Context: an optimization exercise on an open-source flow, tuned for small area. The choices shown serve that exercise and are no tape-out recipe. Only simulation tests tie the RTL to the original design; equivalence was not proved.

// programmer
module programmer (
	input 			sys_clk,
	input 			sys_nrst,
	input 			MISO,
	output			MOSI,
	output			SCK,
	output 			NSS,
	input [15:0] 	command,
	input 			out_fifo_empty,
	input [15:0]	out_fifo_rd_data,
	output			out_fifo_rd_en,
	output reg 		program_done,
	output reg 		verify_done,
	output reg 		program_error,
	output reg 		spi_violation_err,
	output reg 		spi_process_err
);
Settings: LEC_CHECK=0, ABC_AREA=1, CAP_MARGIN=20, CORE_MARGIN=2, CORE_UTILIZATION=70, CTS_BUF_LIST=sky130_fd_sc_hd__clkbuf_16, CTS_CLUSTER_DIAMETER=150, CTS_CLUSTER_SIZE=25, PLACE_DENSITY=0.8, SLEW_MARGIN=20; clock period 8.0 ns.
standard.sh (not shown) runs the stock make flow with config.mk's settings and CLKGATE_MAP_FILE= SYNTH_SCRIPT=/design/flow/synth_recipe.tcl, a recipe that flattens the netlist after the stock synthesis.
==> flow/flow/run.sh <==
#!/bin/bash
# The standard layout (standard.sh, unchanged synthesis) with two changes:
#  - the input and output port buffers are the smallest buffer (buf_1);
#  - clock tree synthesis adds no dummy loads.
# Each tool's full output goes to the ORFS logs under orfs/logs; make's own
# output goes to standard.log here.
export BUFFER_PORTS_ARGS="-buffer_cell sky130_fd_sc_hd__buf_1"
export CTS_ARGS="-sink_clustering_enable -repair_clock_nets -sink_clustering_size 25 -sink_clustering_max_diameter 150 -buf_list sky130_fd_sc_hd__clkbuf_16 -dont_use_dummy_load"
bash standard.sh > standard.log 2>&1
Next try:
--- a/flow/design.v
+++ b/flow/design.v
@@ -108,17 +108,18 @@
 always @(*) begin
 	for (ri = 0; ri < 8; ri = ri + 1)
 		ring_we[ri] = (we_now && wp[3:1] == ri) || (wpend && wp_prev[3:1] == ri);
 	fifo_q = 16'b0;
 	for (ri = 0; ri < 8; ri = ri + 1)
 		fifo_q = fifo_q | (sa[ri*16 +: 16] & {16{!fifo_zero && rd_ring == ri}});
 end
+wire [15:0]	pb_eff = rd_late ? fifo_q : pb;
 wire		wait_end  = tm[7] & tm[6] & tm[3];	 
 wire		tm_end    = tm[5] & tm[3] & tm[2] & tm[1] & tm[0];	 
-wire [7:0]	pb_byte   = rd_late ? fifo_q[7:0] : cnt[0] ? pb[15:8] : pb[7:0];
+wire [7:0]	pb_byte   = cnt[0] ? pb_eff[15:8] : pb_eff[7:0];
 always @(posedge sys_clk) begin
 	if (nss_r) begin
 		sck_r <= 1'b1;
 		tm <= 0;
 		mosi_r <= 0;
 		bit_cnt <= 0;
 	end
Effect:
- The changed run finished clean
- fmax grows by 12%
- non-clock buffer count grows by 5
- routed wire length barely changes
- worst setup slack improves by 0.50 ns
- count of clock-buffer cells in the layout is unchanged

== job 101 ==
programmer, a different RTL version from the one above (not shown whole).
For scale: about 2,500 cells after synthesis, about 21,000 µm² of cells after synthesis.
Settings: LEC_CHECK=0, ABC_AREA=1, CAP_MARGIN=20, CORE_MARGIN=2, CORE_UTILIZATION=70, CTS_BUF_LIST=sky130_fd_sc_hd__clkbuf_16, CTS_CLUSTER_DIAMETER=150, CTS_CLUSTER_SIZE=25, PLACE_DENSITY=0.8, SLEW_MARGIN=20; clock period 8.0 ns.
==> flow/flow/run.sh <==
#!/bin/bash
# The standard layout (standard.sh, unchanged synthesis) with two changes:
#  - the input and output port buffers are the smallest buffer (buf_1);
#  - clock tree synthesis adds no dummy loads.
# Each tool's full output goes to the ORFS logs under orfs/logs; make's own
# output goes to standard.log here.
export BUFFER_PORTS_ARGS="-buffer_cell sky130_fd_sc_hd__buf_1"
export CTS_ARGS="-sink_clustering_enable -repair_clock_nets -sink_clustering_size 28 -sink_clustering_max_diameter 120 -buf_list sky130_fd_sc_hd__clkbuf_16 -dont_use_dummy_load"
bash standard.sh > standard.log 2>&1
[inputs] job 102 vs job 101
--- a/flow/design.v
+++ b/flow/design.v
@@ -42,13 +42,13 @@
 reg [2:0]	fst;
 reg [2:0]	hs;			 
 reg [15:0]	fb;			 
 reg [32:0]	rem;		 
 reg			ones;		 
 reg [15:0]	crc;
-reg [3:0]	crc_cnt;
+reg [3:0]	cnt;		 
 reg [4:0]	ncomp;		 
 reg [2:0]	kq;			 
 reg [21:0]	r0, r1, r2, r3;
 reg [1:0]	ph;
 reg [1:0]	cidx;		 
 reg			pend_dec;	 
@@ -56,18 +56,17 @@
 localparam	F_IDLE = 3'd0, F_LOAD = 3'd1, F_CRC = 3'd2, F_READ = 3'd4, F_READW = 3'd5, F_WRITE = 3'd6, F_WRITEW = 3'd7;
 wire		out_fifo_rd_req = (fst == F_READW);
 assign		out_fifo_rd_en  = out_fifo_rd_req & !out_fifo_empty;
 assign		fifo_wr_req     = (fst == F_WRITEW);
 localparam	H_W1 = 3'd0, H_W2 = 3'd1, H_W3 = 3'd2, H_CLO = 3'd3, H_CHI = 3'd4, H_CRC = 3'd5, H_DATA = 3'd6;
 wire		fifo_sync_rst = (fst == F_READ) && (hs == H_W1);
-wire		start_program = (fst == F_CRC) && (hs == H_DATA) && (crc_cnt == 4'd0) && cr[2];
+wire		start_program = (fst == F_CRC) && (hs == H_DATA) && (cnt == 4'd0) && cr[2];
 wire		crc_ok   = (crc == fb);
 wire		rem_more = !rem[32] && ((|rem[31:3]) || (rem[2:0] == 3'd7));	 
 reg [4:0]	ps;			 
 reg [1:0]	pre;		 
-reg [3:0]	cnt;		 
 reg [1:0]	dc;			 
 reg [15:0]	pb;			 
 localparam	P_IDLE = 5'd0, P_ISCEN = 5'd1, P_ISCST = 5'd2, P_FINIT = 5'd3,
 			P_CINIT = 5'd4, P_CSEL = 5'd5, P_CCHK = 5'd6, P_CSTART = 5'd7,
 			P_CRDF = 5'd8, P_DRDF = 5'd9, P_CSEND = 5'd10, P_CSET = 5'd11,
 			P_DINIT = 5'd12, P_DSCMD = 5'd13, P_DCHKW = 5'd14, P_DCHKR = 5'd15,
@@ -161,13 +160,13 @@
 		program_done <= 0;
 	end
 	else begin
 		if (tx) begin
 			if (bit_cnt[3]) begin
 				tx <= 0;
-				wt <= spi_enable;
+				wt <= 1'b1;
 			end
 		end
 		else if (wt) begin
 			if (spi_enable & spi_wr_req) begin
 				wt <= 0;
 				tx <= 1'b1;
@@ -175,16 +174,13 @@
 			else if (!spi_enable)
 				wt <= 0;
 		end
 		else begin
 			if (spi_enable) begin
 				nss_r <= 0;
-				if (spi_wr_req)
-					tx <= 1'b1;
-				else
-					wt <= 1'b1;
+				tx <= 1'b1;
 			end
 			else
 				nss_r <= 1'b1;
 		end
 		if (fifo_sync_rst) begin
 			wp <= 0;
@@ -201,13 +197,13 @@
 			F_IDLE: begin
 				if (cr[3:1] != 0) begin
 					hs <= H_W1;
 					kq <= 0;
 					fifo_zero <= (cr[1:0] != 2'b10);
 					crc <= 16'hffff;
-					crc_cnt <= 0;
+					cnt <= 0;
 					verify_done <= 0;
 					fst <= F_READ;
 				end
 				else
 					cr <= command[3:0];
 			end
@@ -272,16 +268,16 @@
 							fst <= F_IDLE;
 						end
 					end
 				endcase
 			end
 			F_CRC: begin
-				crc_cnt <= crc_cnt + 1'b1;
-				if (crc_cnt == 4'd15)
+				cnt <= cnt + 1'b1;
+				if (cnt == 4'd15)
 					fst <= F_READ;
-				crc <= {1'b0, crc[15:1]} ^ ((crc[0] ^ fb[crc_cnt]) ? 16'h8408 : 16'h0000);
+				crc <= {1'b0, crc[15:1]} ^ ((crc[0] ^ fb[cnt]) ? 16'h8408 : 16'h0000);
 			end
 			F_WRITE, F_WRITEW: begin
 				if (fifo_wr_en)
 					fst <= F_READ;
 				else
 					fst <= F_WRITEW;
@@ -296,13 +292,13 @@
 				end
 				else
 					tm <= tm + 1'b1;
 			end
 			R_HWS: begin
 				if (!spi_enable) begin
-					if (!tx) begin
+					begin	 
 						spi_enable <= 1'b1;
 						spi_wr_req <= 1'b1;
 						sh <= 8'h00;
 					end
 				end
 				else if (done) begin
@@ -326,18 +322,16 @@
 						if (start_program) begin
 							program_done <= 0;
 							program_error <= 0;
 							ps <= P_ISCEN;
 							pre <= R_HWS;
 						end
-						else
-							spi_enable <= 0;
 					end
 					P_ISCEN: begin
 						if (!spi_enable) begin
-							if (!tx) begin
+							begin	 
 								spi_enable <= 1'b1;
 								spi_wr_req <= 1'b1;
 								sh <= 8'h0B;
 								cnt <= 0;
 							end
 						end
@@ -354,13 +348,13 @@
 								pre <= R_W1;
 							end
 						end
 					end
 					P_ISCST: begin
 						if (!spi_enable) begin
-							if (!tx) begin
+							begin	 
 								spi_enable <= 1'b1;
 								spi_wr_req <= 1'b1;
 								sh <= 8'h01;
 							end
 						end
 						else if (done) begin
@@ -375,13 +369,13 @@
 								pre <= R_W1;
 							end
 						end
 					end
 					P_FINIT: begin
 						if (!spi_enable) begin
-							if (!tx) begin
+							begin	 
 								spi_enable <= 1'b1;
 								spi_wr_req <= 1'b1;
 								sh <= 8'hAE;
 								cnt <= 0;
 							end
 						end
@@ -524,13 +518,13 @@
 									ps <= P_DRDF;
 							end
 						end
 					end
 					P_ISCDIS, P_REL: begin
 						if (!spi_enable) begin
-							if (spi_free) begin
+							begin	 
 								spi_enable <= 1'b1;
 								spi_wr_req <= 1'b1;
 								sh <= (ps == P_ISCDIS) ? 8'h0C : 8'h23;
 							end
 						end
 						else if (done) begin
==> comparison <==
- Compared with job 101, job 102 shows a highest clock rate that is 3.1% higher.
- Going from job 101 to job 102, the routed wire length was found to have gone up by 1.4 mm.
- Post-route fraction of the period consumed by the critical path ends up higher on job 101.
- Comparing job 101 and job 102, the lower fraction of layout cells with a size suffix above 1 was measured on job 102.
- The inverter count reported for job 102 is greater than that of job 101 by 37.
- Job 101 vs job 102, start point of the critical path: sys_nrst vs fst[2]$_SDFFE_PN0P_
- In job 102 the synthesized-area fraction occupied by xor and xnor cells turned out 0.16 points lower than in job 101.
- Job 102 against job 101: floorplan die height comparable; non-clock buffer count now larger; fraction of area in multi-input gates now smaller.
- Any difference in netlist area before placement between job 101 and job 102 is small enough to ignore.
- Job 101 and job 102 ended up with nearly the same cell area.

==> what the ideal ports hide <==
Ports are ideal in the flow. The routed layouts listed here were re-timed in OpenROAD.
Step 1 assumes that a clkbuf_16 drives the clock port and a buf_2 every other input.
Step 2 moves the port delays by t, midway between the first and last clock arrival at a register: inputs arrive t later, outputs are due t later. That takes back most of the time a late clock gives input paths.
a / b / c = no drivers / after step 1 / after step 2; a / b = the first two.
| run | shift t [ns] | setup WS [ns] | pins driven straight from the clock port |
|---|---|---|---|
| the first run of note 1 | 0.609 | 3.197 / 3.226 / 2.617 | 1 |
| the second run of note 1 | 0.608 | 3.698 / 3.698 / 3.407 | 1 |
| job 101 | 0.595 | 3.600 / 3.612 / 3.031 | 1 |
| job 102 | 0.599 | 3.733 / 3.733 / 3.377 | 1 |
After both steps every run listed still meets setup and hold. The setup slack of the first run of note 1, which loses most, moves by +0.029 ns with the drivers and by -0.580 ns with both steps.
